This design comes from an exercise in tuning for small area and a short achievable clock period on the open sky130 flow, not from production work. The RTL was checked by simulation tests, not by an equivalence proof against the original design.

## flow/design.v (module list and top-level ports; edited modules follow where they fit)
// module DSP_modules: 3585 lines
module DSP_modules
(
	input			clk,
	input			reset,
	output			done,
	input	[15:0]	in_a,
	input	[15:0]	in_b,
	output	[31:0]	out_a,
	output	[31:0]	out_b
);
  // ...
==> flow/run.sh <==
#!/bin/bash
# synth_recipe.tcl (not shown) runs the flow's synth.tcl, then flattens the netlist and writes it again
# the make line also repeats each setting of config.mk as NAME=value (left out here)
make -C /OpenROAD-flow-scripts/flow DESIGN_CONFIG=/design/flow/config.mk WORK_HOME=/design/flow/orfs CLKGATE_MAP_FILE= SYNTH_SCRIPT=/design/flow/synth_recipe.tcl finish
==> flow/config.mk <==
export PLATFORM = sky130hd
export DESIGN_NAME = DSP_modules
export DESIGN_NICKNAME = DSP_modules
export VERILOG_FILES = /design/flow/design.v
export SDC_FILE = /design/flow/constraint.sdc
export NUM_CORES = 4
export LEC_CHECK = 0
export CAP_MARGIN = 20
export CORE_MARGIN = 2
export CORE_UTILIZATION = 40
export CTS_BUF_LIST = sky130_fd_sc_hd__clkbuf_8
export CTS_CLUSTER_DIAMETER = 60
export CTS_CLUSTER_SIZE = 20
export SLEW_MARGIN = 20
==> flow/constraint.sdc <==
create_clock -name core_clock -period 120.0 [get_ports {clk}]
set_input_delay 24.0000 -clock core_clock [delete_from_list [all_inputs] [get_ports {clk}]]
set_output_delay 24.0000 -clock core_clock [all_outputs]
set_load 0.01 [all_outputs]
==> flow_metrics.env, run 1 <==
export IMPL_die_h_um=238.3
export IMPL_timing_fmax_ghz=0.03812
export IMPL_period_needed_ps=26230
export IMPL_n_tap_cell=696
export IMPL_antenna_cells=0
export IMPL_grt_busiest_layer="met2"
export IMPL_stdcell_count=2656
export IMPL_multi_input_area_share_pct=62.08
export IMPL_required_ps=120530
export IMPL_synth_distinct_cells=64
export IMPL_buf_share_pct=4.838
export IMPL_final_cell_mix="421 x fa_1, 310 x inv_1, 285 x xnor2_1, 264 x dfxtp_1, 187 x xor2_1"
export IMPL_wl_per_cell_um=14.92
export IMPL_critical_path_depth=85
export IMPL_multi_input_cells=1204
export IMPL_htree_levels=1
export IMPL_firstDrtPassIters=7
export IMPL_clock_area_share_pct=2.904
export IMPL_cts_tree="built"
export IMPL_synth_top_family_by_area="adder cells"
export IMPL_r2r_end="r2_u8_inv"
export IMPL_drc=0
export IMPL_n_fill_cell=5040
export IMPL_cts_setup_buffers=0
export IMPL_synth_edff_count=0
export IMPL_skew_ps=54.84
export IMPL_synth_compound_area_share_pct=3.482
export IMPL_final_common_cell="fa_1"
export IMPL_netlist_area_um2=21950
export IMPL_drtIter0Drc=319
export IMPL_max_cap_violations=0
export IMPL_status="complete, no violations"
export IMPL_grt_pass1_wl_um=67650
export IMPL_initial_core_util_pct=40.64
export IMPL_yosys_area_top_type_share_pct=38.39
export IMPL_fin_nets=2426
export IMPL_hold_buffers=0
export IMPL_postLayoutCoreUtil_pct=44.90
export IMPL_postCtsResizedCells=0
export IMPL_tns_ps=0
==> run 2: changes to the inputs <==
==> flow/flow/run.sh (new file) <==
#!/bin/bash
# Own layout flow: the standard flow, with one netlist clean-up between
# synthesis and floorplan (flow/netopt.py: full-adder carry onto the CIN pin,
# a pure permutation of the adder's interchangeable inputs).
set -euo pipefail
R=$PWD/orfs/results/sky130hd/DSP_modules/base
bash standard.sh synth > synth.log 2>&1
cp $R/1_2_yosys.v $R/1_2_yosys.std.v
python3 flow/netopt.py $R/1_2_yosys.std.v $R/1_2_yosys.v --no-polarity > netopt.log 2>&1
touch $R/1_2_yosys.v
bash standard.sh > layout.log 2>&1
==> flow/flow/netopt.py (new file) <==
#!/usr/bin/env python3
"""Post-synthesis netlist clean-up for sky130hd full adders.

usage: netopt.py IN.v OUT.v [--no-polarity]

1. Polarity: a full adder is self-dual, FA(~a,~b,~c) = (~sum, ~cout), and
   xor2/xnor2 swap into each other when an input or the output is inverted.
   Greedily flip cells where that removes inverters.
2. Pin order: the three inputs of a full adder are interchangeable; put the
   input that comes from another adder's carry on CIN, the fastest pin.
Only combinational cells are touched; every flip-flop keeps its name, cell
and connections.
"""
import re, sys, collections

src = open(sys.argv[1]).read()
do_pol = '--no-polarity' not in sys.argv

# --- parse (yosys write_verilog -noattr style) ---
m = re.search(r'module\s+(\w+)', src)
head_end = None
cell_re = re.compile(r'\n(\s*)(sky130_fd_sc_hd__\w+)\s+(\S+)\s*\((.*?)\);', re.S)
cells = []          # dict(type, name, pins(OrderedDict))
spans = []
for mm in cell_re.finditer(src):
    pins = collections.OrderedDict((p, n.strip()) for p, n in re.findall(r'\.(\w+)\(([^()]*)\)', mm.group(4)))
    cells.append({'type': mm.group(2), 'name': mm.group(3), 'pins': pins})
    spans.append((mm.start(), mm.end()))
pre = src[:spans[0][0]]
post = src[spans[-1][1]:]
# text between cells (assigns etc.) kept in order
between = [src[spans[i][1]:spans[i + 1][0]] for i in range(len(spans) - 1)]
assert all(b.strip() == '' for b in between), 'unexpected text between cells'

OUTS = {'X', 'Y', 'Q', 'Q_N', 'COUT', 'SUM', 'HI', 'LO'}
def T(c): return c['type'][len('sky130_fd_sc_hd__'):]

alive = [True] * len(cells)
def rebuild():
    global drv, loads
    drv = {}
    loads = collections.defaultdict(list)
    for i, c in enumerate(cells):
        if not alive[i]:
            continue
        for p, n in c['pins'].items():
            if p in OUTS:
                drv[n] = (i, p)
            else:
                loads[n].append((i, p))
rebuild()

protected = set()
for line in re.findall(r'(?:input|output|inout)\s+(?:\[[^\]]*\]\s*)?([^;]+);', pre):
    for n in line.split(','):
        protected.add(n.strip())
for a, b in re.findall(r'assign\s+(.*?)\s*=\s*(.*?);', post + pre):
    protected.add(a.strip()); protected.add(b.strip())
def is_port(net):
    base = net.split('[')[0].strip()
    return base in protected or net in protected

newid = [0]
def fresh():
    newid[0] += 1
    return '_netopt_%d_' % newid[0]
inv_new = [0]

def is_inv(i):
    return alive[i] and T(cells[i]) in ('inv_1', 'clkinv_1', 'inv_2')

def flip_cost_delta(i):
    """Change in inverter count if cell i (fa / xor / xnor) is complemented on all
    inputs and outputs (fa) -- evaluated on the current netlist."""
    c = cells[i]
    d = 0
    for p, n in c['pins'].items():
        if p in OUTS:
            continue
        di = drv.get(n)
        if di and is_inv(di[0]):
            # net is ~m: we could take m directly; inverter dies if this is its only load
            if len(loads[n]) == 1:
                d -= 1
        else:
            d += 1  # need a new inverter (could share, ignore)
    for p, n in c['pins'].items():
        if p not in OUTS:
            continue
        ls = loads[n]
        if is_port(n):
            return 99
        if all(is_inv(j) for j, _ in ls) and ls:
            d -= len(ls)   # all loads are inverters: they vanish (their loads take our new output)
        else:
            d += 1         # need one inverter to restore
    return d

def complement_fa(i):
    c = cells[i]
    for p in list(c['pins']):
        n = c['pins'][p]
        if p in OUTS:
            continue
        di = drv.get(n)
        if di and is_inv(di[0]):
            c['pins'][p] = cells[di[0]]['pins']['A']
        else:
            nn = fresh()
            cells.append({'type': 'sky130_fd_sc_hd__inv_1', 'name': '_netopt_inv_%d_' % len(cells), 'pins': collections.OrderedDict([('A', n), ('Y', nn)])})
            alive.append(True)
            c['pins'][p] = nn
    for p in list(c['pins']):
        n = c['pins'][p]
        if p not in OUTS:
            continue
        ls = loads[n]
        if ls and all(is_inv(j) for j, _ in ls):
            # our output becomes the complement: the inverters' outputs are now our output
            keep = cells[ls[0][0]]['pins']['Y']
            c['pins'][p] = keep
            for j, _ in ls:
                y = cells[j]['pins']['Y']
                alive[j] = False
                if y != keep:
                    # merge net y into keep
                    for k, q in loads[y]:
                        cells[k]['pins'][q] = keep
            # old net n now has no driver and no loads
        else:
            nn = fresh()
            c['pins'][p] = nn
            cells.append({'type': 'sky130_fd_sc_hd__inv_1', 'name': '_netopt_inv_%d_' % len(cells), 'pins': collections.OrderedDict([('A', nn), ('Y', n)])})
            alive.append(True)
    rebuild()

def absorb_xor():
    """xor2/xnor2: drop inverters on inputs or on a sole-inverter output by swapping the type."""
    changed = False
    for i, c in enumerate(cells):
        if not alive[i] or T(c) not in ('xor2_1', 'xnor2_1'):
            continue
        for p in ('A', 'B'):
            n = c['pins'][p]
            di = drv.get(n)
            if di and is_inv(di[0]):
                c['pins'][p] = cells[di[0]]['pins']['A']
                c['type'] = 'sky130_fd_sc_hd__' + ('xnor2_1' if T(c) == 'xor2_1' else 'xor2_1')
                outp = 'X' if T(c) == 'xor2_1' else 'Y'
                # rename output pin
                pins = collections.OrderedDict()
                for q, v in c['pins'].items():
                    pins[{'X': 'Y', 'Y': 'X'}.get(q, q) if q in ('X', 'Y') else q] = v
                c['pins'] = pins
                changed = True
                rebuild()
                if len(loads[n]) == 0 and not is_port(n):
                    alive[di[0]] = False
                    rebuild()
        outp = 'X' if T(c) == 'xor2_1' else 'Y'
        n = c['pins'][outp]
        ls = loads[n]
        if len(ls) == 1 and is_inv(ls[0][0]) and not is_port(n):
            j = ls[0][0]
            c['pins'][outp] = cells[j]['pins']['Y']
            alive[j] = False
            c['type'] = 'sky130_fd_sc_hd__' + ('xnor2_1' if T(c) == 'xor2_1' else 'xor2_1')
            pins = collections.OrderedDict()
            for q, v in c['pins'].items():
                pins[{'X': 'Y', 'Y': 'X'}.get(q, q) if q in ('X', 'Y') else q] = v
            c['pins'] = pins
            changed = True
            rebuild()
    return changed

def remove_double_inv():
    changed = False
    for i, c in enumerate(cells):
        if not is_inv(i):
            continue
        a = c['pins']['A']
        di = drv.get(a)
        if di and is_inv(di[0]):
            src_net = cells[di[0]]['pins']['A']
            y = c['pins']['Y']
            if is_port(y):
                continue
            for k, q in loads[y]:
                cells[k]['pins'][q] = src_net
            alive[i] = False
            changed = True
            rebuild()
            if not loads[a] and not is_port(a):
                alive[di[0]] = False
                rebuild()
    return changed

def count_inv():
    return sum(1 for i in range(len(cells)) if is_inv(i))

before = count_inv()
if do_pol:
    for it in range(20):
        ch = False
        for i in range(len(cells)):
            if alive[i] and T(cells[i]) == 'fa_1':
                if flip_cost_delta(i) < 0:
                    complement_fa(i)
                    ch = True
        ch |= absorb_xor()
        ch |= remove_double_inv()
        if not ch:
            break
after = count_inv()

# --- pin order: carry onto CIN ---
def from_carry(n):
    d = drv.get(n)
    if not d:
        return False
    i, p = d
    if T(cells[i]) == 'fa_1' and p == 'COUT':
        return True
    return False
swaps = 0
for i, c in enumerate(cells):
    if not alive[i] or T(c) != 'fa_1':
        continue
    pins = c['pins']
    if from_carry(pins['CIN']):
        continue
    for p in ('A', 'B'):
        if from_carry(pins[p]):
            pins[p], pins['CIN'] = pins['CIN'], pins[p]
            swaps += 1
            break
rebuild()

# --- write ---
wires = set()
for i, c in enumerate(cells):
    if alive[i]:
        for n in c['pins'].values():
            if n.startswith('_netopt_'):
                wires.add(n)
out = [pre.rstrip('\n') + '\n']
for n in sorted(wires):
    out.append('  wire %s;\n' % n)
for i, c in enumerate(cells):
    if not alive[i]:
        continue
    out.append('  %s %s (\n%s\n  );\n' % (c['type'], c['name'], ',\n'.join('    .%s(%s%s)' % (p, n, ' ' if n.startswith('\\') else '') for p, n in c['pins'].items())))
out.append(post.lstrip('\n') if post.strip().startswith('endmodule') else post)
open(sys.argv[2], 'w').write(''.join(out))
sys.stderr.write('netopt: inverters %d -> %d, carry pin swaps %d\n' % (before, after, swaps))
==> flow/standard.sh (new file) <==
#!/bin/bash
# synth_recipe.tcl (not shown) runs the flow's synth.tcl, then flattens the netlist and writes it again
# the make line also repeats each setting of config.mk as NAME=value (left out here)
make -C /OpenROAD-flow-scripts/flow DESIGN_CONFIG=/design/flow/config.mk WORK_HOME=/design/flow/orfs CLKGATE_MAP_FILE= SYNTH_SCRIPT=/design/flow/synth_recipe.tcl "${@:-finish}"
removed: flow/run.sh
==> flow_metrics.env, run 2 <==
export IMPL_viasPerCell=4.466
export IMPL_syn_inst=1897
export IMPL_fin_nets=2406
export IMPL_crit_chain="clkdlybuf4s50_1"
export IMPL_fin_area_um2=24010
export IMPL_slowest_delay_ps=630
export IMPL_maxSlewViolCount=0
export IMPL_drt_total_wl_um=38150
export IMPL_cts_buffers_inserted=26
export IMPL_rsz0062_at_grt="false"
export IMPL_status="complete, no violations"
export IMPL_tns_ps=0
export IMPL_yosysWarningCount=1
export IMPL_syn_to_final_growth_pct=9.341
export IMPL_portBuffers=82
export IMPL_critPathTopFamily="buffers and inverters"
export IMPL_antenna_cells=0
export IMPL_reg2reg_slack_ps=94920
export IMPL_synth_area_leaders="fa_1 38%, dfxtp_1 24%, xnor2_1 12%"
export IMPL_grt_start_max_net_pins=24
export IMPL_r2r_end="r3_u12_inv"
export IMPL_min_to="r2_usat"
export IMPL_cp_slowest_cell="clkdlybuf4s50_1"
export IMPL_die_h_um=238.3
export IMPL_cp_max_fo=17
export IMPL_post_dp_cell_area_um2=23400
export IMPL_synth_area_per_cell_um2=11.57
export IMPL_cts_sinks=264
export IMPL_synthMostInstantiatedCell="fa_1"
export IMPL_reg2regPathDepth=86
export IMPL_period_needed_ps=25840
export IMPL_drc=0
export IMPL_async_flop_share_pct=0
export IMPL_htree_levels=1
export IMPL_skew_ps=40.87
export IMPL_fin_crit_sh_pct=21.53
export IMPL_postCtsResizedCells=0
export IMPL_netlist_area_um2=21950
export IMPL_synth_distinct_cells=64
export IMPL_cts_buffer_depth=3
export IMPL_r2r_start="r2_u8_inv"
export IMPL_die_area_um2=56780
export IMPL_min_path_cells=0
export IMPL_vias=11760
export IMPL_postLayoutCoreUtil_pct=44.43
export IMPL_grt_overflow_total=0
export IMPL_ys_flop_type="dfxtp_1"
export IMPL_drtIter0Drc=310
export IMPL_ant_nets=0
export IMPL_cts_setup_buffers=0
export IMPL_relSlewSlack_pct=31.30
export IMPL_cts_tree="built"
export IMPL_worst_pin_slew_ps=1029
export IMPL_path_clk_slew_ps=100
export IMPL_yosys_area_top_type="fa_1"
export IMPL_hold_buffers=0
export IMPL_finalSetupViolCount=0
export IMPL_yosys_area_top_type_share_pct=38.39
export IMPL_std_cell_rows=85
export IMPL_end_kind="output port"
export IMPL_initial_core_util_pct=40.64
export IMPL_io_pins=99
export IMPL_grt_pass1_vias=13610
export IMPL_synth_edff_count=0
export IMPL_die_x_um=238.3
export IMPL_timing_hold_ws_ps=329.2
export IMPL_clockRootBuffer="clkbuf_8"
export IMPL_drive_above_1_share_pct=6.708
export IMPL_max_cap_violations=0
export IMPL_ys_ff_latch=264
export IMPL_final_cell_mix="421 x fa_1, 309 x inv_1, 285 x xnor2_1, 264 x dfxtp_1, 187 x xor2_1"
export IMPL_place_gp_congestion=0.8423
export IMPL_antenna_found_initial=0
export IMPL_n_fill_cell=5052
export IMPL_required_ps=96000
export IMPL_hp_class="register to register"
export IMPL_dp_final_hpwl_um=32070
export IMPL_start_kind="register"
export IMPL_clkLatencyLatePin_ps=620
export IMPL_cp_arrival_ps=1840
export IMPL_fp_coreArea_um2=54030
export IMPL_grt_pass1_wl_um=66400
export IMPL_hold_viol_final=0
export IMPL_hp_start="r1_usat"
export IMPL_crit_buf_inv=1
export IMPL_setup_worst_path_class="register to output port"
export IMPL_grt_usage_pct=14.44
export IMPL_firstDrtPassIters=4
export IMPL_wl_per_cell_um=14.48
export IMPL_final_common_cell="fa_1"
export IMPL_ys_top_cells_by_count="421 x fa_1, 309 x inv_1, 303 x xnor2_1"
export IMPL_timing_fmax_ghz=0.03870
export IMPL_synth_seq_area_share_pct=24.07
-- run 2: logic make-up after synthesis --
family | after synthesis | synth area share [%]
flops | 264 | 24.07
buf+inv | 444 | 8.309
compound gates | 116 | 3.482
xor+xnor | 502 | 20.66
mux | 7 | 0.3248
other cells | 1 | 0.01708
fa+ha+maj | 468 | 40.94
simple gates | 95 | 2.188
-- run 2: worst max-delay path by stage --
| stage | start | endpoint | slack [ps] | depth (start not counted) |
|---|---|---|---|---|
| 3_3_place_gp | ya_r[15] | out_a[15] | 94840 | 1 |
| 2_1_floorplan | b_r[0] | r1_u4_inv | 94500 | 83 |
| 3_5_place_dp | b_r[15] | r1_s4_inv | 94710 | 85 |
| 5_1_grt | r2_u8_inv | r3_u12_inv | 93580 | 86 |
| 6_report | ya_r[15] | out_a[29] | 94160 | 1 |
| 4_1_cts | ya_r[15] | out_a[29] | 94090 | 1 |
-- run 2: area by class of cell --
| type | instances | area, um^2 | share of cell area [%] |
|---|---|---|---|
| Clock inverter | 21 | 231.5 | 0.9642 |
| Multi-Input combinational cell | 1204 | 15040 | 62.64 |
| Tap cell | 696 | 870.8 | 3.628 |
| Clock buffer | 27 | 371.6 | 1.548 |
| Sequential cell | 264 | 5285 | 22.02 |
| Timing Repair Buffer | 112 | 1046 | 4.357 |
| Inverter | 310 | 1164 | 4.847 |
-- run 2: per-layer routing --
layer,vias up,wire [um],GRT usage [%]
li1,5572,-,-
met1,6037,15170,16.22
met2,103,21020,28.62
met3,51,762,1.516
met4,0,1196,3.920
met5,-,0,0
-- run 2: through the flow --
stage                     worst slack [ps]  instances
after floorplan                      94500       1912
after global placement               94840       2586
after detailed placement             94710       2586
after CTS                            94090       2634
after global routing                 93580       2634
final                                94160       2634
==> run 3: changes to the inputs <==
==> flow/flow/run.sh (replaced) <==
#!/bin/bash
# Own layout flow: the standard flow (standard.sh) with two changes.
#  1. Between synthesis and floorplan, flow/netopt.py puts each full adder's
#     carry input on the adder's fast CIN pin (the three adder inputs are
#     interchangeable, so the logic is unchanged).
#  2. Ports are buffered with sky130_fd_sc_hd__buf_1 instead of the cell
#     buffer_ports picks by default (every port still gets its own buffer).
# Each step's full output goes to its own log file here.
set -euo pipefail
R=$PWD/orfs/results/sky130hd/DSP_modules/base
bash standard.sh synth > synth.log 2>&1
cp $R/1_2_yosys.v $R/1_2_yosys.std.v
python3 flow/netopt.py $R/1_2_yosys.std.v $R/1_2_yosys.v --no-polarity > netopt.log 2>&1
touch $R/1_2_yosys.v
bash standard.sh BUFFER_PORTS_ARGS="-buffer_cell sky130_fd_sc_hd__buf_1" finish > layout.log 2>&1
==> flow_metrics.env, run 3 <==
export IMPL_relSlewSlack_pct=34.24
export IMPL_ant_nets=0
export IMPL_viasPerCell=4.500
export IMPL_muxShareOfSynthArea_pct=0.3248
export IMPL_antenna_cells=0
export IMPL_drtIter0Drc=392
export IMPL_yosysWarningCount=1
export IMPL_firstDrtPassIters=5
export IMPL_n_fill_cell=5097
export IMPL_crit_buf_inv=1
export IMPL_netlist_area_um2=21950
export IMPL_skew_ps=28.50
export IMPL_die_h_um=238.3
export IMPL_placed_cells=2585
export IMPL_synth_fa_ha_area_share_pct=40.94
export IMPL_die_x_um=238.3
export IMPL_synth_distinct_cells=64
export IMPL_min_path_cells=0
export IMPL_end_kind="output port"
export IMPL_fin_nets=2405
export IMPL_io_pins=99
export IMPL_stdcell_count=2632
export IMPL_final_common_cell="fa_1"
export IMPL_grt_usage_pct=14.70
export IMPL_path_clk_slew_ps=110
export IMPL_finalSetupViolCount=0
export IMPL_clockRootBuffer="clkbuf_8"
export IMPL_initial_core_util_pct=40.64
export IMPL_worst_pin_slew_ps=985.0
export IMPL_syn_to_final_growth_pct=7.283
export IMPL_synthMostInstantiatedCell="fa_1"
export IMPL_grt_overflow_total=0
export IMPL_drive_above_1_share_pct=6.612
export IMPL_cp_arrival_ps=1370
export IMPL_grt_start_max_net_pins=24
export IMPL_critPathTopFamily="flip-flops"
export IMPL_timing_fmax_ghz=0.03941
export IMPL_synth_simple_gate_area_share_pct=2.188
export IMPL_grt_pass1_wl_um=67760
export IMPL_cp_slowest_cell="dfxtp_1"
export IMPL_hold_buffers=0
export IMPL_reg2regPathDepth=86
export IMPL_period_needed_ps=25370
export IMPL_wl_per_cell_um=14.78
export IMPL_synth_area_per_cell_um2=11.57
export IMPL_required_ps=96000
export IMPL_dp_final_hpwl_um=32260
export IMPL_max_cap_violations=0
export IMPL_slowest_delay_ps=570
export IMPL_synth_area_leaders="fa_1 38%, dfxtp_1 24%, xnor2_1 12%"
export IMPL_ys_flop_type="dfxtp_1"
export IMPL_std_cell_rows=85
export IMPL_synth_xor_area_share_pct=20.66
export IMPL_fin_crit_sh_pct=21.14
export IMPL_antenna_found_initial=0
export IMPL_synth_seq_area_share_pct=24.07
export IMPL_status="complete, no violations"
export IMPL_fp_coreArea_um2=54030
export IMPL_place_gp_congestion=0.8368
export IMPL_final_cell_mix="421 x fa_1, 309 x inv_1, 285 x xnor2_1, 264 x dfxtp_1, 187 x xor2_1"
export IMPL_ys_top_cells_by_count="421 x fa_1, 309 x inv_1, 303 x xnor2_1"
export IMPL_cp_max_fo=17
export IMPL_rsz0062_at_grt="false"
export IMPL_clkLatencyLatePin_ps=610
export IMPL_synth_edff_count=0
export IMPL_tns_ps=0
export IMPL_drc=0
export IMPL_postCtsResizedCells=0
export IMPL_yosys_area_top_type_share_pct=38.39
export IMPL_async_flop_share_pct=0
export IMPL_cts_tree="built"
export IMPL_ys_ff_latch=264
export IMPL_maxSlewViolCount=0
export IMPL_synth_compound_area_share_pct=3.482
export IMPL_yosys_area_top_type="fa_1"
export IMPL_cts_buffers_inserted=26
export IMPL_hp_class="register to register"
export IMPL_portBuffers=82
export IMPL_vias=11840
export IMPL_start_kind="register"
export IMPL_cts_setup_buffers=0
export IMPL_htree_levels=1
export IMPL_critical_path_depth=1
export IMPL_die_area_um2=56780
export IMPL_synth_top_family_by_area="adder cells"
export IMPL_cts_sinks=264
export IMPL_crit_chain="buf_1"
export IMPL_cts_buffer_depth=3
export IMPL_drt_total_wl_um=38910
export IMPL_grt_pass1_vias=13930
export IMPL_hold_viol_final=0
export IMPL_syn_inst=1897
export IMPL_setup_worst_path_class="register to output port"
==> run 3: cell counts after synthesis <==
Identical to the previous run, type by type.
==> run 3: logic make-up after synthesis <==
| family | Yosys count |
|---|---|
| buf+inv | 444 |
| compound gates | 116 |
| mux | 7 |
| flops | 264 |
| fa+ha+maj | 468 |
| xor+xnor | 502 |
| simple gates | 95 |
| other cells | 1 |
==> run 3: cell type report <==
class	count	area, um^2	area share, %
flip-flops and latches	264	5285	22.44
clock inverters	18	272.8	1.158
clock buffers	29	399.1	1.695
repair buffers	111	525.5	2.231
inverters	310	1164	4.940
multi-input cells	1204	15040	63.84
well taps	696	870.8	3.697
==> run 3: routing by layer <==
layer	up-vias	part of all wire [%]	GRT usage, %
met1	6092	40	16.66
li1	5570	-	-
met4	0	2.0	2.973
met2	134	55	29.21
met5	-	0	0
met3	48	2.5	1.851
==> run 3: through the flow <==
| step | hold slack (ps) | worst slack, ps | area (um^2) | util [%] |
|---|---|---|---|---|
| 2_1_floorplan | 309.6 | 94500 | 22010 | - |
| 3_3_place_gp | 313.0 | 95140 | 22880 | 42.35 |
| 3_5_place_dp | 313.2 | 94900 | 22880 | 42.35 |
| 4_1_cts | 325.8 | 94540 | 23550 | 43.60 |
| 5_1_grt | 330.5 | 93710 | 23550 | 43.60 |
| 6_report | 323.6 | 94630 | 23550 | 43.60 |
==> run 3: path summary, 6_finish.rpt <==
kind,startpoint,endpoint,slack (ps)
worst max-delay path,ya_r[15],out_a[20],94630
worst min-delay path,r2_s6_inv,r3_s6_inv,320
worst max register to register,r2_u8_inv,r3_u12_inv,94960
worst min register to register,r2_s6_inv,r3_s6_inv,320
==> run 4: changes to the inputs <==
==> flow/flow/run.sh (replaced) <==
#!/bin/bash
set -euo pipefail
R=$PWD/orfs/results/sky130hd/DSP_modules/base
bash standard.sh synth > synth.log 2>&1
cp $R/1_2_yosys.v $R/1_2_yosys.std.v
python3 flow/netopt.py $R/1_2_yosys.std.v $R/1_2_yosys.v > netopt.log 2>&1
touch $R/1_2_yosys.v
bash standard.sh BUFFER_PORTS_ARGS="-buffer_cell sky130_fd_sc_hd__buf_1" finish > layout.log 2>&1
==> flow/flow/netopt.py (replaced) <==
#!/usr/bin/env python3
"""Post-synthesis netlist clean-up for sky130hd full-adder arrays.

usage: netopt2.py IN.v OUT.v [--no-polarity] [--seed N]

Synthesis maps the adders to sky130_fd_sc_hd__fa_1 cells before the last
technology-mapping pass, which cannot see through them, so inverters and
buffers pile up around the adders. This pass:
 1. Collapses inverter/buffer chains into (source, parity) pairs.
 2. Chooses a polarity for every full adder (self-dual: FA(~a,~b,~c) =
    (~cout, ~sum)) and every xor/xnor cell (an inverted input or output only
    swaps xor2 <-> xnor2) so that as few inverters as possible are needed, then
    puts back one inverter per signal that still needs its complement.
    Buffers are left to the layout flow's repair_design.
 3. Puts each full adder's carry input on the fast CIN pin (the inputs are
    interchangeable).
Flip-flops, ports and every other cell keep their function and connections.
"""
import re, sys, collections, random

args = []
_skip = False
for _a in sys.argv[1:]:
    if _skip:
        _skip = False
        continue
    if _a in ('--seed', '--carry-weight', '--split'):
        _skip = True
        continue
    if _a.startswith('--'):
        continue
    args.append(_a)
do_pol = '--no-polarity' not in sys.argv
seed = 1
for i, a in enumerate(sys.argv):
    if a == '--seed':
        seed = int(sys.argv[i + 1])
random.seed(seed)
CARRY_W = 3
for i, a in enumerate(sys.argv):
    if a == "--carry-weight":
        CARRY_W = int(sys.argv[i + 1])
src = open(args[0]).read()

cell_re = re.compile(r'\n(\s*)(sky130_fd_sc_hd__\w+)\s+(\S+)\s*\((.*?)\);', re.S)
cells = []
spans = []
for mm in cell_re.finditer(src):
    pins = collections.OrderedDict((p, n.strip()) for p, n in re.findall(r'\.(\w+)\(([^()]*)\)', mm.group(4)))
    cells.append({'type': mm.group(2), 'name': mm.group(3), 'pins': pins})
    spans.append((mm.start(), mm.end()))
pre = src[:spans[0][0]]
post = src[spans[-1][1]:]
for i in range(len(spans) - 1):
    assert src[spans[i][1]:spans[i + 1][0]].strip() == '', 'unexpected text between cells'

OUTS = {'X', 'Y', 'Q', 'Q_N', 'COUT', 'SUM', 'HI', 'LO'}
def T(c): return c['type'][len('sky130_fd_sc_hd__'):]
def kind(c):
    t = T(c)
    if re.match(r'(clk)?inv_\d+$', t): return 'inv'
    if re.match(r'(clk)?buf_\d+$', t): return 'buf'
    if re.match(r'fa_\d+$', t): return 'fa'
    if re.match(r'x(n)?or[23]_\d+$', t): return 'xor'
    return 'fixed'

protected = set()
for decl in re.findall(r'\b(?:input|output|inout)\b([^;]*);', pre):
    for n in re.sub(r'\[[^\]]*\]', ' ', decl).replace(',', ' ').split():
        protected.add(n)
for a, b in re.findall(r'assign\s+(.*?)\s*=\s*(.*?);', pre + post):
    for n in re.findall(r'\\\S+|[A-Za-z_][\w$]*', a + ' ' + b):
        protected.add(n)
def is_prot(net):
    base = net.split('[')[0].strip() if not net.startswith('\\') else net.split(' ')[0]
    if base.startswith('\\'):
        base2 = base[1:].split('[')[0]
        return base in protected or base2 in protected
    return base in protected

drv = {}
loads = collections.defaultdict(list)
for i, c in enumerate(cells):
    for p, n in c['pins'].items():
        if p in OUTS:
            drv[n] = (i, p)
        else:
            loads[n].append((i, p))

# transparent cells: non-protected inverters and buffers
def transparent(i):
    c = cells[i]
    k = kind(c)
    if k not in ('inv', 'buf'):
        return False
    out = c['pins']['Y' if k == 'inv' else 'X']
    return not is_prot(out) and not is_prot(c['pins']['A'])

root_cache = {}
def root(n):
    if n in root_cache:
        return root_cache[n]
    d = drv.get(n)
    if d and transparent(d[0]):
        c = cells[d[0]]
        r, e = root(c['pins']['A'])
        res = (r, e ^ (1 if kind(c) == 'inv' else 0))
    else:
        res = (n, 0)
    root_cache[n] = res
    return res

# load list: (cell idx, pin, root, parity) for every non-transparent cell input
L = []
for i, c in enumerate(cells):
    if transparent(i):
        continue
    for p, n in c['pins'].items():
        if p in OUTS:
            continue
        r, e = root(n)
        L.append((i, p, r, e))
var = {}  # cell idx -> current flip
for i, c in enumerate(cells):
    if kind(c) in ('fa', 'xor'):
        outs = [n for p, n in c['pins'].items() if p in OUTS]
        if any(is_prot(n) for n in outs):
            continue
        # a transparent chain may lead from this output to a protected net: then keep it fixed
        var[i] = 0

loads_by_root = collections.defaultdict(list)
for (i, p, r, e) in L:
    loads_by_root[r].append((i, p, e))
# also protected nets reached through transparent chains act as loads needing their parity
for n in list(drv):
    pass
# root -> driving cell idx (or None)
def src_cell(r):
    d = drv.get(r)
    return d[0] if d else None
# any transparent chain ending at a protected/port net? transparent() excludes those, so a
# protected net is always a root or driven by a non-transparent cell: fine.

def p_of(i):
    return var.get(i, 0)
def need(r, i, e):
    """1 if load (cell i) on root r needs the complement of what r will carry."""
    if kind(cells[i]) == 'xor':
        return 0
    s = src_cell(r)
    return e ^ p_of(i) ^ (p_of(s) if s is not None else 0)
def cost(r):
    for (i, p, e) in loads_by_root[r]:
        if need(r, i, e):
            return 1
    return 0
roots_of_cell_in = collections.defaultdict(set)
for (i, p, r, e) in L:
    roots_of_cell_in[i].add(r)
roots_of_cell_out = collections.defaultdict(set)
for r in loads_by_root:
    s = src_cell(r)
    if s is not None:
        roots_of_cell_out[s].add(r)
def affected(i):
    a = set(roots_of_cell_out[i])
    if kind(cells[i]) == 'fa':
        a |= roots_of_cell_in[i]
    return a
def total():
    return sum(cost(r) for r in loads_by_root)

# groups: full adders joined by carry edges (COUT -> input of another adder)
parent = {}
def find(x):
    while parent.setdefault(x, x) != x:
        parent[x] = parent.setdefault(parent[x], parent[x])
        x = parent[x]
    return x
for (i, p, r, e) in L:
    s = src_cell(r)
    if s is not None and kind(cells[i]) == 'fa' and kind(cells[s]) == 'fa' and drv[r][1] == 'COUT' \
            and i in var and s in var:
        parent[find(i)] = find(s)
groups = collections.defaultdict(list)
for i in var:
    if kind(cells[i]) == 'fa':
        groups[find(i)].append(i)
group_list = [g for g in groups.values() if len(g) > 1]

def try_group(g):
    aff = set()
    for i in g:
        aff |= affected(i)
    before = sum(cost(r) for r in aff)
    for i in g:
        var[i] ^= 1
    after = sum(cost(r) for r in aff)
    if after < before:
        return True
    for i in g:
        var[i] ^= 1
    return False

start = total()
if do_pol:
    # weighted parity union-find: satisfy as many "no inverter" constraints as
    # possible, carry edges first (they are on the critical path)
    uf = {}
    par = {}
    def ufind(x):
        if uf.setdefault(x, x) == x:
            par.setdefault(x, 0)
            return x, 0
        r, pr = ufind(uf[x])
        par[x] ^= pr
        uf[x] = r
        return r, par[x]
    # chain position of every adder (number of adders before it along carries)
    carry_pred = {}
    for (i, p, r, e) in L:
        s = src_cell(r)
        if s is not None and kind(cells[i]) == 'fa' and kind(cells[s]) == 'fa' and drv[r][1] == 'COUT':
            carry_pred[i] = s
    pos_cache = {}
    def cpos(i):
        if i in pos_cache:
            return pos_cache[i]
        k = 0
        j = i
        while j in carry_pred and k < 64:
            j = carry_pred[j]
            k += 1
        pos_cache[i] = k
        return k
    SPLIT = None
    for ii, a in enumerate(sys.argv):
        if a == '--split':
            SPLIT = [int(x) for x in sys.argv[ii + 1].split(',')]
    edges = []
    for (i, p, r, e) in L:
        if kind(cells[i]) == 'xor':
            continue
        s = src_cell(r)
        u = i if i in var else 'ZERO'
        v = s if (s is not None and s in var) else 'ZERO'
        if u == v:
            continue
        w = 4 if 'ZERO' in (u, v) else 1
        if s is not None and kind(cells[s]) == 'fa' and drv[r][1] == 'COUT' and kind(cells[i]) == 'fa':
            w = int(CARRY_W)
            if SPLIT and cpos(i) in SPLIT:
                w = 5
                e ^= 1
        elif s is not None and kind(cells[s]) == 'fa' and kind(cells[i]) == 'fa':
            w = 2
        edges.append((w, u, v, e))
    edges.sort(key=lambda t: -t[0])
    for (w, u, v, e) in edges:
        ru, pu = ufind(u)
        rv, pv = ufind(v)
        if ru == rv:
            continue
        if ru == 'ZERO':
            ru, rv, pu, pv = rv, ru, pv, pu
        uf[ru] = rv
        par[ru] = pu ^ pv ^ e
    for i in var:
        r, pr = ufind(i)
        zr, zp = ufind('ZERO')
        var[i] = pr ^ zp if r == zr else pr
    for rnd in range(0 if SPLIT else 20):
        ch = False
        for g in group_list:
            ch |= try_group(g)
        for i in list(var):
            ch |= try_group([i])
        if not ch:
            break
    order = list(var)
    for rnd in range(0 if SPLIT else 60):
        improved = False
        random.shuffle(order)
        for i in order:
            aff = affected(i)
            before = sum(cost(r) for r in aff)
            var[i] ^= 1
            after = sum(cost(r) for r in aff)
            if after < before or (after == before and rnd < 40 and random.random() < 0.3):
                if after < before:
                    improved = True
            else:
                var[i] ^= 1
        if not improved and rnd >= 40:
            break
end = total()

# ---- rebuild ----
new_cells = []
inv_net = {}
wires = []
cnt = [0]
def inverted(r):
    if r not in inv_net:
        cnt[0] += 1
        nn = '_netopt_n%d_' % cnt[0]
        inv_net[r] = nn
        wires.append(nn)
        new_cells.append({'type': 'sky130_fd_sc_hd__inv_1', 'name': '_netopt_i%d_' % cnt[0],
                          'pins': collections.OrderedDict([('A', r), ('Y', nn)])})
    return inv_net[r]
xor_flip = collections.Counter()
for (i, p, r, e) in L:
    c = cells[i]
    s = src_cell(r)
    ps = p_of(s) if s is not None else 0
    if kind(c) == 'xor':
        c['pins'][p] = r
        xor_flip[i] ^= e ^ ps
    else:
        c['pins'][p] = inverted(r) if (e ^ p_of(i) ^ ps) else r
for i, c in enumerate(cells):
    if kind(c) == 'xor' and (xor_flip[i] ^ p_of(i)):
        t = T(c)
        m = re.match(r'(x(n)?or)([23])_(\d+)$', t)
        base, isn, nin, drive = m.group(1), m.group(2), m.group(3), m.group(4)
        nt = ('xor' if isn else 'xnor') + nin + '_' + drive
        # output pin names: xor2 X, xnor2 Y, xor3 X, xnor3 X
        oldout = [p for p in c['pins'] if p in OUTS][0]
        newout = 'Y' if nt.startswith('xnor2') else 'X'
        pins = collections.OrderedDict()
        for q, v in c['pins'].items():
            pins[newout if q == oldout else q] = v
        c['type'] = 'sky130_fd_sc_hd__' + nt
        c['pins'] = pins
out_cells = [c for i, c in enumerate(cells) if not transparent(i)] + new_cells

# ---- carry onto CIN ----
drv2 = {}
for i, c in enumerate(out_cells):
    for p, n in c['pins'].items():
        if p in OUTS:
            drv2[n] = (i, p)
def from_carry(n):
    d = drv2.get(n)
    if not d:
        return False
    i, p = d
    c = out_cells[i]
    if kind(c) == 'fa' and p == 'COUT':
        return True
    if kind(c) == 'inv':   # carry through one inverter still counts
        d2 = drv2.get(c['pins']['A'])
        return bool(d2) and kind(out_cells[d2[0]]) == 'fa' and d2[1] == 'COUT'
    return False
swaps = 0
for c in out_cells:
    if kind(c) != 'fa':
        continue
    pins = c['pins']
    if from_carry(pins['CIN']):
        continue
    for p in ('A', 'B'):
        if from_carry(pins[p]):
            pins[p], pins['CIN'] = pins['CIN'], pins[p]
            swaps += 1
            break

ninv0 = sum(1 for c in cells if kind(c) == 'inv')
nbuf0 = sum(1 for c in cells if kind(c) == 'buf')
ninv1 = sum(1 for c in out_cells if kind(c) == 'inv')
nbuf1 = sum(1 for c in out_cells if kind(c) == 'buf')

# ---- write ----
o = [pre.rstrip('\n') + '\n']
for n in wires:
    o.append('  wire %s;\n' % n)
for c in out_cells:
    o.append('  %s %s (\n%s\n  );\n' % (c['type'], c['name'], ',\n'.join(
        '    .%s(%s%s)' % (p, n, ' ' if n.startswith('\\') else '') for p, n in c['pins'].items())))
o.append(post.lstrip('\n'))
open(args[1], 'w').write(''.join(o))
sys.stderr.write('netopt2: inverters %d -> %d, buffers %d -> %d (cost %d -> %d), carry pin swaps %d\n'
                 % (ninv0, ninv1, nbuf0, nbuf1, start, end, swaps))
==> flow_metrics.env, run 4 <==
export IMPL_grt_start_max_net_pins=24
export IMPL_yosysWarningCount=1
export IMPL_clkLatencyLatePin_ps=610
export IMPL_relSlewSlack_pct=32.38
export IMPL_wl_per_cell_um=15.40
export IMPL_start_kind="register"
export IMPL_die_x_um=231.8
export IMPL_cp_slowest_cell="dfxtp_1"
export IMPL_status="complete, no violations"
export IMPL_grt_usage_pct=14.63
export IMPL_crit_top_cell="fa_1"
export IMPL_final_cell_mix="421 x fa_1, 372 x xor2_1, 264 x dfxtp_1, 104 x inv_1, 100 x xnor2_1"
export IMPL_cp_arrival_ps=29320
export IMPL_fin_crit_sh_pct=24.04
export IMPL_netlist_area_um2=20760
export IMPL_rsz0062_at_grt="false"
export IMPL_timing_fmax_ghz=0.03466
export IMPL_postCtsResizedCells=0
export IMPL_fin_area_um2=22780
export IMPL_fp_coreArea_um2=51300
export IMPL_cts_tree="built"
export IMPL_drc=0
export IMPL_grt_use_met3_pct=1.682
export IMPL_die_area_um2=53750
export IMPL_drt_total_wl_um=37070
export IMPL_die_h_um=231.8
export IMPL_n_fill_cell=4768
export IMPL_synth_area_per_cell_um2=13.07
export IMPL_hold_buffers=0
export IMPL_cts_buffer_depth=3
export IMPL_std_cell_rows=83
export IMPL_period_needed_ps=28850
export IMPL_max_cap_violations=0
export IMPL_dp_final_hpwl_um=30180
export IMPL_grt_pass1_wl_um=63490
export IMPL_syn_to_final_growth_pct=9.726
export IMPL_firstDrtPassIters=6
export IMPL_setup_worst_path_class="register to register"
export IMPL_io_pins=99
export IMPL_drtIter0Drc=290
export IMPL_initial_core_util_pct=40.47
export IMPL_place_gp_congestion=0.7643
export IMPL_postLayoutCoreUtil_pct=44.41
export IMPL_clockRootBuffer="clkbuf_8"
export IMPL_portBuffers=82
export IMPL_use_met2_pct=28.40
export IMPL_drive_above_1_share_pct=7.234
export IMPL_htree_levels=1
export IMPL_slowest_delay_ps=970
export IMPL_final_common_cell="fa_1"
export IMPL_hp_class="register to register"
export IMPL_ant_nets=0
export IMPL_maxSlewViolCount=0
export IMPL_grt_busiest_layer="met2"
export IMPL_required_ps=120470
export IMPL_met1_usage_pct=17.34
export IMPL_fin_nets=2197
export IMPL_finalSetupViolCount=0
export IMPL_post_dp_cell_area_um2=22080
export IMPL_worst_pin_slew_ps=1013
export IMPL_vias=11000
export IMPL_antenna_found_initial=0
export IMPL_end_kind="register"
export IMPL_syn_inst=1589
export IMPL_antenna_cells=0
export IMPL_cts_setup_buffers=0
export IMPL_viasPerCell=4.569
export IMPL_grt_overflow_total=0
export IMPL_cts_buffers_inserted=26
export IMPL_tns_ps=0
export IMPL_cts_sinks=264
export IMPL_skew_ps=29.50
export IMPL_path_clk_slew_ps=110
export IMPL_cp_max_fo=18
export IMPL_grt_pass1_vias=12560
export IMPL_hold_viol_final=0
export IMPL_timing_hold_ws_ps=325.5
==> run 4: final cells by class <==
class / count / area [um^2] / share of cell area (%)
clock inverter: 20 / 312.8 / 1.373
inverter: 104 / 390.4 / 1.713
timing repair buffer: 109 / 510.5 / 2.241
sequential: 264 / 5285 / 23.20
clock buffer: 27 / 371.6 / 1.631
multi-input combinational: 1204 / 15060 / 66.11
tap: 680 / 850.8 / 3.734
==> run 4: final timing paths <==
check | from | to | slack (ps) | depth (start not counted)
max | r2_u8_inv | r3_u12_inv | 91150 | 73
min | r2_s6_inv | r3_s6_inv | 330 | 0
max reg2reg | r2_u8_inv | r3_u12_inv | 91150 | 73
min reg2reg | r2_s6_inv | r3_s6_inv | 330 | 0
==> run 4: routing by layer <==
layer / routed length (um) / vias up
li1: - / 5146
met1: 15320 / 5721
met2: 20390 / 100
met3: 738 / 36
met4: 627 / 0
met5: 0 / -
==> run 4: per-stage QoR <==
step | worst slack (ps) | instances
detailed placement | 91010 | 2361
floorplan | 91070 | 1604
finish | 91150 | 2408
global route | 89940 | 2408
CTS | 91000 | 2408
global placement | 91600 | 2361
==> run 4: worst max-delay path, delay by kind of cell, from the launching register on <==
family	cells	cell delay, ps
adder cells (fa/ha/maj)	60	23780
XOR/XNOR	12	3670
flip-flops	1	970
buffers and inverters	1	280
==> run 5: changes to the inputs <==
--- a/flow/flow/run.sh
+++ b/flow/flow/run.sh
@@ -5,3 +5,3 @@
 cp $R/1_2_yosys.v $R/1_2_yosys.std.v
-python3 flow/netopt.py $R/1_2_yosys.std.v $R/1_2_yosys.v > netopt.log 2>&1
+python3 flow/netopt.py $R/1_2_yosys.std.v $R/1_2_yosys.v --carry-weight 1 --split 7 > netopt.log 2>&1
 touch $R/1_2_yosys.v
==> flow_metrics.env, run 5 <==
export IMPL_yosysWarningCount=1
export IMPL_cts_tree="built"
export IMPL_timing_fmax_ghz=0.03713
export IMPL_htree_levels=1
export IMPL_tns_ps=0
export IMPL_grt_usage_pct=14.65
export IMPL_final_common_cell="fa_1"
export IMPL_std_cell_rows=84
export IMPL_finalSetupViolCount=0
export IMPL_cp_arrival_ps=27480
export IMPL_crit_top_cell="fa_1"
export IMPL_worst_slack_ps=93070
export IMPL_vias=11430
export IMPL_period_needed_ps=26930
export IMPL_grt_overflow_total=0
export IMPL_cp_slowest_cell="dfxtp_1"
export IMPL_place_gp_congestion=0.8122
export IMPL_fin_area_um2=23170
export IMPL_required_ps=120540
export IMPL_wl_per_cell_um=14.86
export IMPL_timing_hold_ws_ps=323.6
export IMPL_postLayoutCoreUtil_pct=44.26
export IMPL_fp_coreArea_um2=52340
export IMPL_path_clk_slew_ps=110
export IMPL_cts_buffers_inserted=28
export IMPL_grt_busiest_layer="met2"
export IMPL_hp_class="register to register"
export IMPL_fin_nets=2296
export IMPL_setup_worst_path_class="register to register"
export IMPL_rsz0062_at_grt="false"
export IMPL_slowest_delay_ps=750
export IMPL_initial_core_util_pct=40.34
export IMPL_relSlewSlack_pct=49.48
export IMPL_netlist_area_um2=21120
export IMPL_drive_above_1_share_pct=7.217
export IMPL_clkLatencyLatePin_ps=630
export IMPL_placed_cells=2466
export IMPL_cp_max_fo=18
export IMPL_antenna_cells=0
export IMPL_worst_pin_slew_ps=757.7
export IMPL_ant_nets=0
export IMPL_portBuffers=82
export IMPL_die_x_um=233.8
export IMPL_drc=0
export IMPL_maxSlewViolCount=0
export IMPL_synth_area_per_cell_um2=12.55
export IMPL_clockRootBuffer="clkbuf_8"
export IMPL_io_pins=99
export IMPL_syn_inst=1683
export IMPL_post_dp_cell_area_um2=22460
export IMPL_grt_pass1_vias=13060
export IMPL_stdcell_count=2517
export IMPL_cts_buffer_depth=3
export IMPL_met1_usage_pct=17.26
export IMPL_critPathTopFamily="adder cells"
export IMPL_syn_to_final_growth_pct=9.711
export IMPL_cts_setup_buffers=0
export IMPL_grt_start_max_net_pins=24
export IMPL_die_h_um=233.8
export IMPL_dp_slack_ps=92950
export IMPL_max_cap_violations=0
export IMPL_final_cell_mix="421 x fa_1, 319 x xor2_1, 264 x dfxtp_1, 198 x inv_1, 153 x xnor2_1"
export IMPL_drtIter0Drc=309
export IMPL_hold_viol_final=0
export IMPL_postCtsResizedCells=0
export IMPL_die_area_um2=54650
export IMPL_grt_pass1_wl_um=64550
export IMPL_grt_use_met3_pct=1.727
export IMPL_drt_total_wl_um=37410
export IMPL_end_kind="register"
export IMPL_status="complete, no violations"
export IMPL_firstDrtPassIters=7
export IMPL_start_kind="register"
export IMPL_skew_ps=27.49
export IMPL_antenna_found_initial=0
export IMPL_hold_buffers=0
export IMPL_viasPerCell=4.543
export IMPL_fin_crit_sh_pct=22.45
export IMPL_dp_final_hpwl_um=30620
export IMPL_use_met2_pct=27.78
export IMPL_crit_buf_inv=14
export IMPL_cts_sinks=264
==> run 5: cell types whose count changed in the layout (fill, tap and decap cells not counted), moves of 2 or more <==
cell       change
xnor2_1       +53
xor2_2         -4
bufinv_16      -2
inv_12         +2
xnor2_2        +6
buf_4          +3
inv_1         +94
clkinv_8       +2
xor2_1        -53
xor2_4         -2
clkbuf_8       +2
==> run 5: worst paths after layout <==
kind                            startpoint        end  slack [ps]  cells past startpoint
worst max-delay path                b_r[0]  r1_u4_inv       93070                     84
worst min register to register     r2_usat    r3_usat         320                      0
worst min-delay path               r2_usat    r3_usat         320                      0
worst max register to register      b_r[0]  r1_u4_inv       93070                     84
==> run 5: worst reg2reg max path: cells and delay by family, from the launching register on <==
kind | cells | cell delay [ps]
adders and majority gates | 60 | 22500
buffers and inverters | 14 | 1920
xor gates and xnor gates | 9 | 1540
DFF | 1 | 750
and+or+nand+nor | 1 | 120
==> run 5: area by class of cell <==
cell class,instances,area (um^2)
clock buffers,29,399.1
multi-input cells,1204,15040
repair buffers,112,533.0
flip-flops and latches,264,5285
well taps,688,860.8
inverters,198,743.2
fillers,4855,29170
clock inverters,22,306.5
==> run 5: metal layers <==
metal,share of wire [%],vias to the layer above
met2,53,133
met5,0,-
met1,42,5880
met4,3.3,0
met3,2.2,62
li1,-,5359
==> run 6: changes to the inputs <==
==> flow/flow/run.sh (replaced) <==
#!/bin/bash
set -euo pipefail
R=$PWD/orfs/results/sky130hd/DSP_modules/base
bash standard.sh synth > synth.log 2>&1
cp $R/1_2_yosys.v $R/1_2_yosys.std.v
python3 flow/netopt.py $R/1_2_yosys.std.v $R/1_2_yosys.v --no-polarity --upsize-ff 14 > netopt.log 2>&1
touch $R/1_2_yosys.v
bash standard.sh BUFFER_PORTS_ARGS="-buffer_cell sky130_fd_sc_hd__buf_1" \
  CTS_ARGS="-sink_clustering_enable -repair_clock_nets -dont_use_dummy_load -buf_list sky130_fd_sc_hd__clkbuf_8 -sink_clustering_size 20 -sink_clustering_max_diameter 60" \
  finish > layout.log 2>&1
--- a/flow/flow/netopt.py
+++ b/flow/flow/netopt.py
@@ -26,3 +26,3 @@
         continue
-    if _a in ('--seed', '--carry-weight', '--split'):
+    if _a in ('--seed', '--carry-weight', '--split', '--upsize-ff'):
         _skip = True
@@ -32,3 +32,3 @@
     args.append(_a)
-do_pol = '--no-polarity' not in sys.argv
+do_pol = '--no-polarity' not in sys.argv and '--pin-only' not in sys.argv
 seed = 1
@@ -90,3 +90,6 @@
 # transparent cells: non-protected inverters and buffers
+PIN_ONLY = '--pin-only' in sys.argv
 def transparent(i):
+    if PIN_ONLY:
+        return False
     c = cells[i]
@@ -252,2 +255,5 @@
             w = int(CARRY_W)
+            if '--keep-chains' in sys.argv:
+                w = 10
+                e = 0
             if SPLIT and cpos(i) in SPLIT:
@@ -272,3 +278,3 @@
         var[i] = pr ^ zp if r == zr else pr
-    for rnd in range(0 if SPLIT else 20):
+    for rnd in range(0 if (SPLIT or '--keep-chains' in sys.argv) else 20):
         ch = False
@@ -281,3 +287,3 @@
     order = list(var)
-    for rnd in range(0 if SPLIT else 60):
+    for rnd in range(0 if (SPLIT or '--keep-chains' in sys.argv) else 60):
         improved = False
@@ -369,2 +375,21 @@
 
+# ---- flip-flops driving many loads: a stronger drive of the same cell ----
+UPSIZE = 0
+for ii, a in enumerate(sys.argv):
+    if a == '--upsize-ff':
+        UPSIZE = int(sys.argv[ii + 1])
+if UPSIZE:
+    fo = collections.Counter()
+    for c in out_cells:
+        for p, n in c['pins'].items():
+            if p not in OUTS:
+                fo[n] += 1
+    nup = 0
+    for c in out_cells:
+        if T(c) == 'dfxtp_1':
+            q = c['pins'].get('Q')
+            if q is not None and fo[q] >= UPSIZE:
+                c['type'] = 'sky130_fd_sc_hd__dfxtp_4' if fo[q] >= 2 * UPSIZE else 'sky130_fd_sc_hd__dfxtp_2'
+                nup += 1
+    sys.stderr.write('netopt2: upsized %d flip-flops\n' % nup)
 ninv0 = sum(1 for c in cells if kind(c) == 'inv')
==> flow_metrics.env, run 6 <==
export IMPL_multi_input_area_um2=15040
export IMPL_cts_setup_buffers=0
export IMPL_drtIter0Drc=343
export IMPL_viasPerCell=4.490
export IMPL_required_ps=96000
export IMPL_dp_final_hpwl_um=31040
export IMPL_die_area_um2=55730
export IMPL_skew_ps=74.91
export IMPL_cts_buffer_depth=3
export IMPL_timing_fmax_ghz=0.03963
export IMPL_vias=11700
export IMPL_cp_arrival_ps=1230
export IMPL_die_x_um=236.1
export IMPL_die_h_um=236.1
export IMPL_path_clk_slew_ps=100
export IMPL_cp_slowest_cell="dfxtp_2"
export IMPL_cts_sinks=264
export IMPL_grt_usage_pct=14.26
export IMPL_end_kind="output port"
export IMPL_postCtsResizedCells=0
export IMPL_tns_ps=0
export IMPL_reg2reg_slack_ps=95460
export IMPL_initial_core_util_pct=40.27
export IMPL_htree_levels=1
export IMPL_crit_buf_inv=1
export IMPL_grt_overflow_total=0
export IMPL_netlist_area_um2=21540
export IMPL_cts_buffers_inserted=29
export IMPL_status="complete, no violations"
export IMPL_reg2regPathDepth=86
export IMPL_io_pins=99
export IMPL_synth_area_per_cell_um2=12.01
export IMPL_postLayoutCoreUtil_pct=43.45
export IMPL_clockRootBuffer="clkbuf_8"
export IMPL_hold_buffers=0
export IMPL_critical_path_depth=1
export IMPL_worst_pin_slew_ps=758.9
export IMPL_max_cap_violations=0
export IMPL_n_fill_cell=5083
export IMPL_fin_nets=2400
export IMPL_fin_crit_sh_pct=21.03
export IMPL_cp_max_fo=17
export IMPL_grt_pass1_wl_um=65480
export IMPL_fp_coreArea_um2=53500
export IMPL_syn_to_final_growth_pct=7.899
export IMPL_ant_nets=0
export IMPL_slowest_delay_ps=450
export IMPL_hp_class="register to register"
export IMPL_portBuffers=82
export IMPL_drc=0
export IMPL_hold_viol_final=0
export IMPL_std_cell_rows=85
export IMPL_antenna_found_initial=1
export IMPL_place_gp_congestion=0.8411
export IMPL_yosysWarningCount=1
export IMPL_r2r_end="r3_u12_inv"
export IMPL_critPathTopFamily="flip-flops"
export IMPL_grt_pass1_vias=13650
export IMPL_antenna_cells=0
export IMPL_regArea_um2=5298
export IMPL_crit_chain="buf_1"
export IMPL_cts_tree="built"
export IMPL_hp_start="r1_u1_inv"
export IMPL_finalSetupViolCount=0
export IMPL_period_needed_ps=25230
export IMPL_relSlewSlack_pct=49.41
export IMPL_r2r_start="r2_u8_inv"
export IMPL_drt_total_wl_um=37000
export IMPL_final_common_cell="fa_1"
export IMPL_start_kind="register"
export IMPL_crit_start="ya_r[15]"
export IMPL_grt_start_max_net_pins=24
export IMPL_setup_worst_path_class="register to output port"
export IMPL_rsz0062_at_grt="false"
export IMPL_endpoint="out_a[17]"
export IMPL_final_cell_mix="421 x fa_1, 308 x inv_1, 254 x dfxtp_1, 247 x xnor2_1, 225 x xor2_1"
export IMPL_clkLatencyLatePin_ps=630
export IMPL_maxSlewViolCount=0
export IMPL_syn_inst=1793
export IMPL_wl_per_cell_um=14.20
export IMPL_firstDrtPassIters=6
export IMPL_drive_above_1_share_pct=5.916
run 6: area by class of cell:
| class | count | share of cell area, % |
|---|---|---|
| Multi-Input combinational cell | 1204 | 64.70 |
| Sequential cell | 264 | 22.79 |
| Inverter | 308 | 4.974 |
| Tap cell | 696 | 3.747 |
| Timing Repair Buffer | 105 | 2.067 |
| Clock buffer | 29 | 1.717 |
run 6: through the flow:
stage          setup slack (ps)  cell area [um^2]  std cells  hold slack (ps)
2_1_floorplan             94640             21600       1808            309.5
3_3_place_gp              95400             22840       2577            311.3
3_5_place_dp              95360             22840       2577            312.1
4_1_cts                   94690             23240       2606            272.8
5_1_grt                   94140             23240       2606            287.4
6_report                  94770             23240       2606            275.6
run 6: worst min-delay path by stage:
stage	to	slack (ps)	depth (start not counted)
after global routing	r2_u1_inv	290	0
after CTS	r2_u1_inv	270	0
after global placement	r3_s3_inv	310	0
after floorplan	r3_ssat	310	0
final	r2_u1_inv	280	0
after detailed placement	r2_u3_inv	310	0
run 6: routing by layer:
layer | vias up | routed length, um | GRT usage [%]
met2 | 117 | 20210 | 27.67
li1 | 5536 | - | -
met1 | 5981 | 14950 | 16.43
met3 | 67 | 858 | 1.791
met4 | 0 | 986 | 3.551
met5 | - | 0 | 0
==> run 7: changes to the inputs <==
--- a/flow/flow/run.sh
+++ b/flow/flow/run.sh
@@ -5,3 +5,3 @@
 cp $R/1_2_yosys.v $R/1_2_yosys.std.v
-python3 flow/netopt.py $R/1_2_yosys.std.v $R/1_2_yosys.v --no-polarity --upsize-ff 14 > netopt.log 2>&1
+python3 flow/netopt.py $R/1_2_yosys.std.v $R/1_2_yosys.v --pin-only --upsize-ff 14 > netopt.log 2>&1
 touch $R/1_2_yosys.v
==> flow_metrics.env, run 7 <==
export IMPL_n_fill_cell=5124
export IMPL_skew_ps=60.30
export IMPL_syn_inst=1897
export IMPL_antenna_found_initial=0
export IMPL_htree_levels=1
export IMPL_r2r_end="r3_u12_inv"
export IMPL_ys_flop_type="dfxtp_1"
export IMPL_cts_setup_buffers=0
export IMPL_firstDrtPassIters=4
export IMPL_fin_crit_sh_pct=21.03
export IMPL_crit_chain="buf_1"
export IMPL_io_pins=99
export IMPL_cts_buffers_inserted=25
export IMPL_portBuffers=82
export IMPL_ys_top_cells_by_count="421 x fa_1, 309 x inv_1, 303 x xnor2_1"
export IMPL_end_kind="output port"
export IMPL_synthMostInstantiatedCell="fa_1"
export IMPL_reg2reg_slack_ps=95340
export IMPL_fin_area_um2=23230
export IMPL_netlist_area_um2=21960
export IMPL_cp_max_fo=17
export IMPL_rsz0062_at_grt="false"
export IMPL_final_cell_mix="421 x fa_1, 309 x inv_1, 285 x xnor2_1, 263 x dfxtp_1, 187 x xor2_1"
export IMPL_start_kind="register"
export IMPL_drc=0
export IMPL_grt_overflow_total=0
export IMPL_ant_nets=0
export IMPL_yosys_area_top_type="fa_1"
export IMPL_post_dp_cell_area_um2=22890
export IMPL_grt_pass1_vias=13450
export IMPL_critical_path_depth=1
export IMPL_wl_per_cell_um=14.66
export IMPL_yosys_area_top_type_share_pct=38.39
export IMPL_max_cap_violations=0
export IMPL_crit_start="ya_r[15]"
export IMPL_cts_buffer_depth=3
export IMPL_slowest_delay_ps=460
export IMPL_drive_above_1_share_pct=5.640
export IMPL_grt_usage_pct=14.35
export IMPL_hp_class="register to register"
export IMPL_die_area_um2=56780
export IMPL_synth_area_leaders="fa_1 38%, dfxtp_1 24%, xnor2_1 12%"
export IMPL_fp_coreArea_um2=54030
export IMPL_r2r_start="r2_u8_inv"
export IMPL_final_common_cell="fa_1"
export IMPL_timing_fmax_ghz=0.03962
export IMPL_drtIter0Drc=358
export IMPL_timing_hold_ws_ps=317.4
export IMPL_period_needed_ps=25240
export IMPL_cts_tree="built"
export IMPL_cts_sinks=264
export IMPL_drt_total_wl_um=38290
export IMPL_initial_core_util_pct=40.64
export IMPL_hold_buffers=0
export IMPL_die_h_um=238.3
export IMPL_std_cell_rows=85
export IMPL_status="complete, no violations"
export IMPL_maxSlewViolCount=0
export IMPL_tns_ps=0
export IMPL_dp_final_hpwl_um=32100
export IMPL_ys_ff_latch=264
export IMPL_path_clk_slew_ps=100
export IMPL_cp_slowest_cell="dfxtp_2"
export IMPL_synth_seq_area_share_pct=24.07
export IMPL_syn_to_final_growth_pct=5.824
export IMPL_async_flop_share_pct=0
export IMPL_grt_pass1_wl_um=65760
export IMPL_critPathTopFamily="flip-flops"
export IMPL_synth_distinct_cells=64
export IMPL_hold_viol_final=0
export IMPL_reg2regPathDepth=86
export IMPL_postCtsResizedCells=0
export IMPL_relSlewSlack_pct=32.04
export IMPL_finalSetupViolCount=0
export IMPL_cp_arrival_ps=1240
export IMPL_crit_buf_inv=1
export IMPL_grt_start_max_net_pins=24
export IMPL_setup_worst_path_class="register to output port"
export IMPL_clockRootBuffer="clkbuf_8"
export IMPL_vias=11710
export IMPL_worst_pin_slew_ps=1018
export IMPL_viasPerCell=4.484
export IMPL_synth_area_per_cell_um2=11.57
export IMPL_place_gp_congestion=0.8375
export IMPL_required_ps=96000
export IMPL_clkLatencyLatePin_ps=600
export IMPL_antenna_cells=0
export IMPL_die_x_um=238.3
export IMPL_synth_edff_count=0
export IMPL_endpoint="out_a[19]"
export IMPL_yosysWarningCount=1
export IMPL_fin_nets=2405
[run 7: changes by cell type in the layout (fill, tap and decap cells not counted), moves of 4 or more]
| cell | delta |
|---|---|
| xor2_1 | -38 |
| xnor2_1 | +38 |
| dfxtp_1 | +9 |
| clkbuf_8 | -4 |
| buf_4 | +7 |
| dfxtp_2 | -9 |
[run 7: cell families after synthesis]
family                     synth area share, %
AOI/OAI and AO/OA                        3.482
xor gates and xnor gates                 20.66
adders and majority gates                40.94
buffers and inverters                    8.309
DFF                                      24.07
muxes                                   0.3248
other                                  0.01708
and+or+nand+nor                          2.188
[run 7: worst min-delay path by stage]
stage	startpoint	to	cells past startpoint
final	r1_u2_inv	r2_u2_inv	0
after global routing	r1_u2_inv	r2_u2_inv	0
after CTS	r2_u6_inv	r3_u6_inv	0
after detailed placement	r2_s5_inv	r3_s5_inv	0
after global placement	r2_s7_inv	r3_s7_inv	0
after floorplan	r1_s1_inv	r2_s1_inv	0
[run 7: routing by layer]
| layer | wire, um | track usage, % | up-vias | part of all wire, % |
|---|---|---|---|---|
| li1 | - | - | 5538 | - |
| met1 | 15400 | 16.20 | 6023 | 40 |
| met2 | 21120 | 28.39 | 102 | 55 |
| met3 | 784 | 1.712 | 45 | 2.0 |
| met4 | 989 | 3.447 | 0 | 2.6 |
| met5 | 0 | 0 | - | 0 |
[run 7: cell type report]
cell class	instances	area, um^2	area share [%]
Clock buffer	25	344.1	1.481
Inverter	310	1164	5.008
Multi-Input combinational cell	1204	15040	64.72
Sequential cell	264	5286	22.75
Tap cell	696	870.8	3.748
Timing Repair Buffer	112	533.0	2.294
[run 7: per-stage QoR]
step           std cells  utilization, %  worst slack [ps]
2_1_floorplan       1912               -             94700
3_3_place_gp        2586           42.37             95390
3_5_place_dp        2586           42.37             95220
4_1_cts             2611           43.01             94690
5_1_grt             2611           43.01             94100
6_report            2611           43.01             94760

-- afterwards: timing with drivers on the ports --
The flow's constraints put no driver on any port. The routed layouts listed below were extracted and timed again, unchanged, in two steps. Step 1 assumes that a clkbuf_16 drives the clock port and a buf_2 every other input. Step 2 moves the port delays by t, midway between the first and last clock arrival at a register: inputs arrive t later, outputs are due t later. That takes back most of the time a late clock gives input paths. Three values: ideal ports, drivers, drivers and shift; two values: the first two.
| run | shift t [ns] | setup slack, ns | worst hold slack (ns) |
|---|---|---|---|
| run 1 | 0.664 | 93.765 / 93.765 / 93.765 | 0.318 / 0.318 / 0.318 |
| run 2 | 0.645 | 94.163 / 94.114 / 94.759 | 0.329 / 0.329 / 0.329 |
| run 3 | 0.647 | 94.628 / 94.580 / 94.959 | 0.324 / 0.324 / 0.324 |
| run 4 | 0.641 | 91.148 / 91.148 / 91.148 | 0.325 / 0.325 / 0.325 |
| run 5 | 0.656 | 93.066 / 93.066 / 93.066 | 0.324 / 0.324 / 0.324 |
| run 6 | 0.637 | 94.767 / 94.718 / 95.355 | 0.276 / 0.276 / 0.276 |
| run 7 | 0.615 | 94.758 / 94.710 / 95.326 | 0.317 / 0.317 / 0.317 |
After both steps setup and hold are still met in every run listed.
